What follows belongs to an exercise in optimizing a design on an open flow for small area, a short achievable clock period and few clock cycles; a production flow would make more cautious choices.
Only simulation tests tie the RTL to the original design; equivalence was not proved.
Power is estimated from default activity; no workload was simulated.

File: flow/config.mk
export PLATFORM = sky130hd
export DESIGN_NAME = JAM
export DESIGN_NICKNAME = JAM
export VERILOG_FILES = /design/flow/design.v
export SDC_FILE = /design/flow/constraint.sdc
export NUM_CORES = 4
export LEC_CHECK = 0
export CAP_MARGIN = 20
export CORE_MARGIN = 2
export CORE_UTILIZATION = 40
export SLEW_MARGIN = 20
File: flow/constraint.sdc
create_clock -name core_clock -period 4.5 [get_ports {CLK}]
set_input_delay 0.9000 -clock core_clock [delete_from_list [all_inputs] [get_ports {CLK}]]
set_output_delay 0.9000 -clock core_clock [all_outputs]
set_load 0.01 [all_outputs]
File: flow/design.v
module permutation ( 
input CLK,
input RST,
input [4 - 1 : 0] cnt,
input [24 - 1 : 0] top_order,
output reg [24 - 1 : 0] new_order
);
reg write_order_en, sw_en, sw_en2, swap_en, rev_en, sw_not_yet, sw_done ;
reg [2 : 0] sw_pt, n_sw_pt, left_pt, right_pt, left_val, middle_val, right_val ;
reg [23 : 0] swap_order, rev_order, n_new_order ;
always@* begin
    sw_en2 = 0 ;
    n_sw_pt = right_pt ;
    if(middle_val < right_val) begin
        sw_en2 = 1 ;
    end
    else begin
        if(left_val < middle_val) begin
            sw_en2 = 1 ;
            n_sw_pt = left_pt ;
        end
    end
end
always@* begin
    swap_order = new_order ;
    case(sw_pt)
        3'd1 : begin
            swap_order[2 : 0] = new_order[5 : 3] ;
            swap_order[5 : 3] = new_order[2 : 0] ;
        end 
        3'd2 : begin
            if(new_order[2 : 0] > new_order[8 : 6]) begin
                swap_order[2 : 0] = new_order[8 : 6] ;
                swap_order[8 : 6] = new_order[2 : 0] ;
            end
            else begin
                swap_order[5 : 3] = new_order[8 : 6] ;
                swap_order[8 : 6] = new_order[5 : 3] ;
            end
        end
        3'd3 : begin
            if(new_order[5 : 3] > new_order[11 : 9]) begin
                if(new_order[2 : 0] > new_order[11 : 9]) begin
                    swap_order[2 : 0] = new_order[11 : 9] ;
                    swap_order[11 : 9] = new_order[2 : 0] ;
                end
                else begin
                    swap_order[5 : 3] = new_order[11 : 9] ;
                    swap_order[11 : 9] = new_order[5 : 3] ;
                end
            end
            else begin
                swap_order[8 : 6] = new_order[11 : 9] ;
                swap_order[11 : 9] = new_order[8 : 6] ;
            end
        end
        3'd4 : begin
            if(new_order[8 : 6] > new_order[14 : 12]) begin
                if(new_order[5 : 3] > new_order[14 : 12]) begin
                    if(new_order[2 : 0] > new_order[14 : 12]) begin
                        swap_order[2 : 0] = new_order[14 : 12] ;
                        swap_order[14 : 12] = new_order[2 : 0] ;
                    end
                    else begin
                        swap_order[5 : 3] = new_order[14 : 12] ;
                        swap_order[14 : 12] = new_order[5 : 3] ;
                    end
                end
                else begin
                    swap_order[8 : 6] = new_order[14 : 12] ;
                    swap_order[14 : 12] = new_order[8 : 6] ;
                end
            end
            else begin
                swap_order[11 : 9] = new_order[14 : 12] ;
                swap_order[14 : 12] = new_order[11 : 9] ;
            end
        end
        3'd5 : begin
            if(new_order[11 : 9] > new_order[17 : 15]) begin
                if(new_order[8 : 6] > new_order[17 : 15]) begin
                    if(new_order[5 : 3] > new_order[17 : 15]) begin
                        if(new_order[2 : 0] > new_order[17 : 15]) begin
                            swap_order[2 : 0] = new_order[17 : 15] ;
                            swap_order[17 : 15] = new_order[2 : 0] ;                   
                        end
                        else begin
                            swap_order[5 : 3] = new_order[17 : 15] ;
                            swap_order[17 : 15] = new_order[5 : 3] ;      
                        end
                    end
                    else begin
                        swap_order[8 : 6] = new_order[17 : 15] ;
                        swap_order[17 : 15] = new_order[8 : 6] ;        
                    end
                end
                else begin
                    swap_order[11 : 9] = new_order[17 : 15] ;
                    swap_order[17 : 15] = new_order[11 : 9] ;      
                end
            end
            else begin
                swap_order[14 : 12] = new_order[17 : 15] ;
                swap_order[17 : 15] = new_order[14 : 12] ;   
            end
        end
        3'd6 : begin
            if(new_order[14 : 12] > new_order[20 : 18]) begin
                if(new_order[11 : 9] > new_order[20 : 18]) begin
                    if(new_order[8 : 6] > new_order[20 : 18]) begin
                        if(new_order[5 : 3] > new_order[20 : 18]) begin
                            if(new_order[2 : 0] > new_order[20 : 18]) begin
                                swap_order[2 : 0] = new_order[20 : 18] ;
                                swap_order[20 : 18] = new_order[2 : 0] ;                     
                            end
                            else begin
                                swap_order[5 : 3] = new_order[20 : 18] ;
                                swap_order[20 : 18] = new_order[5 : 3] ; 
                            end
                        end
                        else begin
                            swap_order[8 : 6] = new_order[20 : 18] ;
                            swap_order[20 : 18] = new_order[8 : 6] ;   
                        end
                    end
                    else begin
                        swap_order[11 : 9] = new_order[20 : 18] ;
                        swap_order[20 : 18] = new_order[11 : 9] ;   
                    end
                end
                else begin
                    swap_order[14 : 12] = new_order[20 : 18] ;
                    swap_order[20 : 18] = new_order[14 : 12] ;    
                end
            end
            else begin
                swap_order[17 : 15] = new_order[20 : 18] ;
                swap_order[20 : 18] = new_order[17 : 15] ;    
            end
        end
        3'd7 : begin
            if(new_order[17 : 15] > new_order[23 : 21]) begin
                if(new_order[14 : 12] > new_order[23 : 21]) begin
                    if(new_order[11 : 9] > new_order[23 : 21]) begin
                        if(new_order[8 : 6] > new_order[23 : 21]) begin
                            if(new_order[5 : 3] > new_order[23 : 21]) begin
                                if(new_order[2 : 0] > new_order[23 : 21]) begin
                                    swap_order[2 : 0] = new_order[23 : 21] ;
                                    swap_order[23 : 21] = new_order[2 : 0] ;                        
                                end
                                else begin
                                    swap_order[5 : 3] = new_order[23 : 21] ;
                                    swap_order[23 : 21] = new_order[5 : 3] ;  
                                end
                            end
                            else begin
                                swap_order[8 : 6] = new_order[23 : 21] ;
                                swap_order[23 : 21] = new_order[8 : 6] ;     
                            end
                        end
                        else begin
                            swap_order[11 : 9] = new_order[23 : 21] ;
                            swap_order[23 : 21] = new_order[11 : 9] ;     
                        end
                    end
                    else begin
                        swap_order[14 : 12] = new_order[23 : 21] ;
                        swap_order[23 : 21] = new_order[14 : 12] ;  
                    end
                end
                else begin
                    swap_order[17 : 15] = new_order[23 : 21] ;
                    swap_order[23 : 21] = new_order[17 : 15] ;  
                end
            end
            else begin
                swap_order[20 : 18] = new_order[23 : 21] ;
                swap_order[23 : 21] = new_order[20 : 18] ;  
            end
        end
    endcase
end
always@* begin
    rev_order = new_order ;
    case(sw_pt) 
        3'd2 : begin
            rev_order[2 : 0] = new_order[5 : 3] ;
            rev_order[5 : 3] = new_order[2 : 0] ;
        end
        3'd3 : begin
            rev_order[2 : 0] = new_order[8 : 6] ;
            rev_order[5 : 3] = new_order[5 : 3] ;
            rev_order[8 : 6] = new_order[2 : 0] ;
        end
        3'd4 : begin
            rev_order[2 : 0] = new_order[11 : 9] ;
            rev_order[5 : 3] = new_order[8 : 6] ;
            rev_order[8 : 6] = new_order[5 : 3] ;
            rev_order[11 : 9] = new_order[2 : 0] ;
        end
        3'd5 : begin
            rev_order[2 : 0] = new_order[14 : 12] ;
            rev_order[5 : 3] = new_order[11 : 9] ;
            rev_order[8 : 6] = new_order[8 : 6] ;
            rev_order[11 : 9] = new_order[5 : 3] ;
            rev_order[14 : 12] = new_order[2 : 0] ;
        end
        3'd6 : begin
            rev_order[2 : 0] = new_order[17 : 15] ;
            rev_order[5 : 3] = new_order[14 : 12] ;
            rev_order[8 : 6] = new_order[11 : 9] ;
            rev_order[11 : 9] = new_order[8 : 6] ;
            rev_order[14 : 12] = new_order[5 : 3] ;
            rev_order[17 : 15] = new_order[2 : 0] ;
        end
        3'd7 : begin
            rev_order[2 : 0] = new_order[20 : 18] ;
            rev_order[5 : 3] = new_order[17 : 15] ;
            rev_order[8 : 6] = new_order[14 : 12] ;
            rev_order[11 : 9] = new_order[11 : 9] ;
            rev_order[14 : 12] = new_order[8 : 6] ;
            rev_order[17 : 15] = new_order[5 : 3] ;
            rev_order[20 : 18] = new_order[2 : 0] ;
        end
        default : begin
            rev_order = new_order ;
        end
    endcase
end
always@* begin
    n_new_order = new_order ;
    write_order_en = 0 ;
    sw_not_yet = 0 ;
    sw_en = 0 ;
    swap_en = 0 ;
    rev_en = 0 ;
    right_pt = 1 ;
    left_pt = 2 ;
    right_val = new_order[2 : 0] ;
    middle_val = new_order[5 : 3] ;
    left_val = new_order[8 : 6] ;
    case(cnt)
        4'd0 : begin
            write_order_en = 1 ;
        end
        4'd1 : begin
            sw_en = 1 ;
            right_pt = 1 ;
            left_pt = 2 ;
            right_val = new_order[2 : 0] ;
            middle_val = new_order[5 : 3] ;
            left_val = new_order[8 : 6] ;
        end
        4'd2 : begin
            sw_en = 1 ;
            right_pt = 3 ;
            left_pt = 4 ;
            right_val = new_order[8 : 6] ;
            middle_val = new_order[11 : 9] ;
            left_val = new_order[14 : 12] ;
        end
        4'd3 : begin
            sw_en = 1 ;
            right_pt = 5 ;
            left_pt = 6 ;
            right_val = new_order[14 : 12] ;
            middle_val = new_order[17 : 15] ;
            left_val = new_order[20 : 18] ;
        end
        4'd4 : begin
            sw_en = 1 ;
            right_pt = 7 ;
            left_pt = 7 ;
            right_val = new_order[20 : 18] ;
            middle_val = new_order[23 : 21] ;
            left_val = new_order[23 : 21] ;
        end
        4'd5 : begin
            swap_en = 1 ;
        end
        4'd6 : begin
            rev_en = 1 ;
        end
        4'd7 : begin
            sw_not_yet = 1 ;
        end
        default : begin
            sw_not_yet = 0 ;
        end
    endcase
end
always@(posedge CLK) begin
    if(RST) begin
        sw_done <= 1'b0 ;
    end
    else begin
        if(write_order_en) begin 
            new_order <= top_order ;
        end
        else if(swap_en) begin
            new_order <= swap_order ;
        end
        else if(rev_en) begin
            new_order <= rev_order ;
        end
        else begin
            new_order <= n_new_order ;
        end
        if(sw_en & sw_en2 & (~sw_done)) begin
            sw_done <= 1'b1 ;
            sw_pt <= n_sw_pt ;
        end
        else if(sw_not_yet) begin
            sw_done <= 1'b0 ;
        end
    end
end
endmodule
module sum_update(
    input clk,
    input rst_p,
    input [4-1:0] cnt,
    input [24-1:0] order,
    input [7-1:0] cost,
    output reg [4-1:0] match_count,
    output reg [10-1:0] min_cost,
    output reg [3-1:0] J,
    output reg [3-1:0] W
);
reg [4-1:0] match_count_next;
reg [10-1:0] min_cost_next;
reg [10-1:0] sum, sum_next;
reg [7-1:0] prev, prev_next;
always @* begin
    W = cnt[2:0];
end
always @* begin
    case (cnt)
        4'd0: J = order[2:0];
        4'd1: J = order[5:3];
        4'd2: J = order[8:6];
        4'd3: J = order[11:9];
        4'd4: J = order[14:12];
        4'd5: J = order[17:15];
        4'd6: J = order[20:18];
        4'd7: J = order[23:21];
        default: J = order[2:0];
    endcase
end
always @* begin
    prev_next = cost;
end
always @* begin
    if (cnt == 0) begin
        sum_next = 0;
    end
    else if (cnt >= 1 && cnt <= 8) begin
        sum_next = sum + prev;
    end
    else begin
        sum_next = sum;
    end
end
always @* begin
    if (cnt == 9) begin
        if (sum == min_cost) begin
            min_cost_next = min_cost;
            match_count_next = match_count + 1;
        end
        else if (sum < min_cost) begin
            min_cost_next = sum;
            match_count_next = 1;
        end
        else begin
            min_cost_next = min_cost;
            match_count_next = match_count;
        end
    end
    else begin
        min_cost_next = min_cost;
        match_count_next = match_count;
    end
end
always @(posedge clk) begin
    if (rst_p) begin     
        match_count <= 0;
        min_cost <= 10'h3ff;     
        prev <= 0;
        sum <= 0;
    end
    else begin
        match_count <= match_count_next;
        min_cost <= min_cost_next;
        prev <= prev_next;
        sum <= sum_next;
    end
end
endmodule
module JAM (
    input CLK,
    input RST,
    output [2:0] W,
    output [2:0] J,
    input [6:0] Cost,
    output [3:0] MatchCount,
    output [9:0] MinCost,
    output reg Valid 
);
parameter IDLE = 2'd0, CAL = 2'd1, FINISH = 2'd2;
reg [2-1:0] state, state_next;
reg [4-1:0] cnt, cnt_next;
reg [24-1:0] top_order, top_order_next;
reg Valid_next;
wire [24-1:0] new_order;
always @* begin
    if (cnt == 9) begin
        top_order_next = new_order;
    end
    else begin
        top_order_next = top_order;
    end
end
always @* begin
    if (RST == 0) begin
        if (top_order == {3'd7, 3'd6, 3'd5, 3'd4, 3'd3, 3'd2, 3'd1, 3'd0} && cnt == 4'd8) begin
            state_next = FINISH;
        end
        else begin
            state_next = CAL;
        end
    end
    else begin
        state_next = IDLE;
    end
end
always @* begin
    if (state == CAL) begin
        if (cnt == 9) begin
            cnt_next = 0;
        end
        else begin
            cnt_next = cnt + 1;
        end
    end
    else begin
        cnt_next = cnt;
    end
end
always @(posedge CLK) begin
    if (RST == 1) begin
        state <= IDLE;
        cnt <= 0;
        top_order <= {3'd0, 3'd1, 3'd2, 3'd3, 3'd4, 3'd5, 3'd6, 3'd7};
        Valid <= 0;
    end
    else begin
        state <= state_next;
        cnt <= cnt_next;
        top_order <= top_order_next;
        Valid <= Valid_next;
    end
end
sum_update U0 (
    .clk(CLK),
    .rst_p(RST),
    .cnt(cnt),
    .order(top_order),
    .cost(Cost),
    .match_count(MatchCount),
    .min_cost(MinCost),
    .J(J),
    .W(W)
);
permutation U1 ( 
    .CLK(CLK),
    .RST(RST),
    .cnt(cnt),
    .top_order(top_order),
    .new_order(new_order)
);
always @* begin
    if (state == FINISH)
        Valid_next = 1;
    else 
        Valid_next = 0;
end
endmodule
File: flow/run.sh
#!/bin/bash
# synth_recipe.tcl (not shown) runs the flow's synth.tcl, then flattens the netlist and writes it again
# the make line also repeats each setting of config.mk as NAME=value (left out here)
make -C /OpenROAD-flow-scripts/flow DESIGN_CONFIG=/design/flow/config.mk WORK_HOME=/design/flow/orfs CLKGATE_MAP_FILE= SYNTH_SCRIPT=/design/flow/synth_recipe.tcl finish
==> reports/qor.txt <==
Syn_nets -> 1,143
Ys async rst share -> 0%
Crit start category -> register
Root buffer cell -> clkbuf_16
Post-CTS Resized -> 0
Remaining global-route overflow -> 0
Post-DP HPWL -> 21,900 um
Met3 usage -> 5.56%
Tcrit/Tclk final -> 83.1%
Post-synthesis register bit count -> 90
Max incr delay on CP -> 0.75 ns
Max-Cap Viols -> 0
Area Overhead vs Synth -> 10.9%
CTS clock-pin slew for the worst setup and hold paths -> 0.08 ns
DIE AREA -> 21,800 um^2
Gr busiest metal -> met2
VDD IR max -> 230 uV
Most frequent cells in the layout -> nand2_1, a21oi_1, ha_1
Seq/Total Area, Yosys -> 25.1%
# clock sinks -> 90
CP arrival -> 2.84 ns
RSZ-0062 raised after global routing -> false
Antenna violations before repair -> 0
Largest net degree at the start of global routing -> 40
GRT met1 Usage -> 37.9%
Synth Area per Inst -> 7.86 um^2
Cts bufs inserted -> 9
Clk Latency, worst-skew pair -> 0.36 ns
H-tree depth -> 3
Avg Vias per Cell -> 6.47
Postcts setup bufs -> 0
DRT antenna net count -> 0
Mapped cell area -> 8260 um^2
Starting Density -> 40.8%
Die width -> 148 um
NumNets Final -> 1,147
Number of global-route vias before repair -> 7,843
Total number of vias -> 8,592
Most common cell after layout, fill and taps aside -> nand2_1
DR iter-0 viols -> 998
P_leak -> 0.00377 uW
Highest clock rate -> 267 MHz
I/O pin cnt -> 30
Slowest CP cell -> dfxtp_1
Crit path time final -> 3.74 ns
CTS Hold Bufs -> 0
Placed cells -> 1,313
Final core occ -> 45.2%
First-pass iteration count of the detailed router -> 6
Die H -> 148 um
All-Layer GR Usage -> 27.8%
Setup violations, final -> 0
Worst Setup End Kind -> output port
DRT Wirelength -> 30,600 um
Worst-Margin Slew -> 1.01 ns
Crit-path max FO -> 17
Hold crit path type -> register to register
Design Power -> 3020 uW
CTS tree -> yes
Residual DRC -> 0
Top_reg_cell synth -> dfxtp_1
Status -> finished clean
GR Layer Usage met2 -> 42.2%
Share of post-route cells with drive strength above 1 -> 8.50%
First-pass GRT wire length -> 47,100 um
WP data required -> 3.60 ns
GP Congestion -> 0.996
Core box area -> 20,200 um^2
Row count -> 52
Worst Skew -> 0.0131 ns
Wire per inst -> 23.0 um
Critical path type -> register to output port
Syn Inst Count -> 1,050
Post-Layout Cell Count -> 1,329
Cell area power density -> 330 nW/um^2
Antenna diodes -> 0
Final setup TNS -> 0 ns
Final Hold Vio Count -> 0
CTS Buffer Depth -> 2
Slew Limit Fails -> 0
Post-synth EDFFs -> 27
Yosys warning count -> 3
CP top delay family -> buffers and inverters
Yosys cell types -> 84
Buf/Inv on CP -> 2
IO buf count -> 29
Worst path cell trace -> buf_4 > nand2b_1 > o311ai_0 > a21oi_1 > o21ai_0 > clkdlybuf4s50_1
Slew HR -> 32.6%
[cells by family (layout without fill, tap and decap cells)]
logic type,count (synthesis),in the layout,share of synthesized area [%]
buffers and inverters,143,152,7.27
flip-flops,90,90,25.1
XOR/XNOR,9,9,0.955
AO/OA/AOI/OAI,368,368,30.1
adder cells (fa/ha/maj),84,84,12.8
multiplexers,38,38,5.27
AND/OR/NAND/NOR,318,318,18.5
[state kept, by name, summed over array words and instances (netlist names)]
register,flops
U1.sw_done,1
U0.sum,10
state,2
Valid,1
cnt,4
top_order,24
U1.new_order,24
U0.prev,7
U1.sw_pt,3
U0.min_cost,10
U0.match_count,4
[area by class of cell]
class	instances	area [um^2]
fillers	2029	11100
multi-input cells	817	5600
flip-flops and latches	90	2070
repair buffers	70	598
well taps	270	338
inverters	66	248
clock buffers	9	225
clock inverters	7	76.3
[power by group]
part / internal (uW) / switching (uW)
clock: 400 / 394
combinational: 472 / 779
sequential: 889 / 89.3
total: 1760 / 1260
[through the flow]
step / hold slack (ns) / setup slack, ns / area [um^2]
floorplan: 0.390 / 1.67 / 8260
CTS: 0.411 / 0.783 / 9150
finish: 0.412 / 0.760 / 9150
global placement: 0.398 / 1.05 / 8850
detailed placement: 0.399 / 1.04 / 8850
global route: 0.448 / 0.564 / 9150
[synth_stat cells (all sizes together), types with 9 or more instances]
cell type	n	area share, %
nand2	125	5.7
a21oi	85	5.2
ha	83	13
o21ai	82	5.0
nor2	70	3.2
inv	65	3.0
dfxtp	63	15
clkbuf	60	3.0
nor2b	38	2.9
a211oi	32	2.9
mux2i	30	3.6
o211ai	28	2.5
edfxtp	27	9.8
nand3	23	1.4
buf	17	1.3
a32oi	15	1.6
nor3	15	1.0
a221oi	13	1.4
a22oi	13	1.2
o22ai	12	0.91
and3	11	0.85
a21o	9	0.82
[layer usage]
layer	vias to the layer above	wire, um
li1	3934	-
met1	4036	12700
met2	518	13300
met3	104	3070
met4	0	1530
met5	-	0
[final timing paths]
kind / slack [ns] / startpoint / to / depth (start not counted)
worst max register to register: 0.90 / cnt[2] / U1.sw_pt[1] / 11
worst min-delay path: 0.41 / state[0] / Valid / 1
worst min register to register: 0.41 / state[0] / Valid / 1
worst max-delay path: 0.76 / cnt[0] / J[2] / 6
Testbench counts, summed over its fixed seeds: cycles 3,225,624.

-- separate check: timing with driven ports --
No port has a modelled driver above. Below, the same layout with a new extraction and two added sets of constraints. Step 1 sets driving cells, clkbuf_16 on the clock port and buf_2 on the other inputs (assumed; they add their load-dependent delay and slew). Step 2 times the ports against the registers' clock, not the clock port: input delays grow and output delays shrink by t, the midpoint of the rising clock arrivals with the driver on. Slacks: no drivers / after step 1 / after step 2; pairs: no drivers / after step 1.
t (ns): 0.400
setup slack, ns: 0.760 / 0.713 / 0.905
hold WS [ns]: 0.412 / 0.412 / 0.412
worst setup path at the end: register to register
worst data-port slew with drivers (ns): 0.03
After both steps this run still meets setup and hold. The setup slack of this run moves by -0.047 ns with the drivers and by +0.145 ns with both steps.
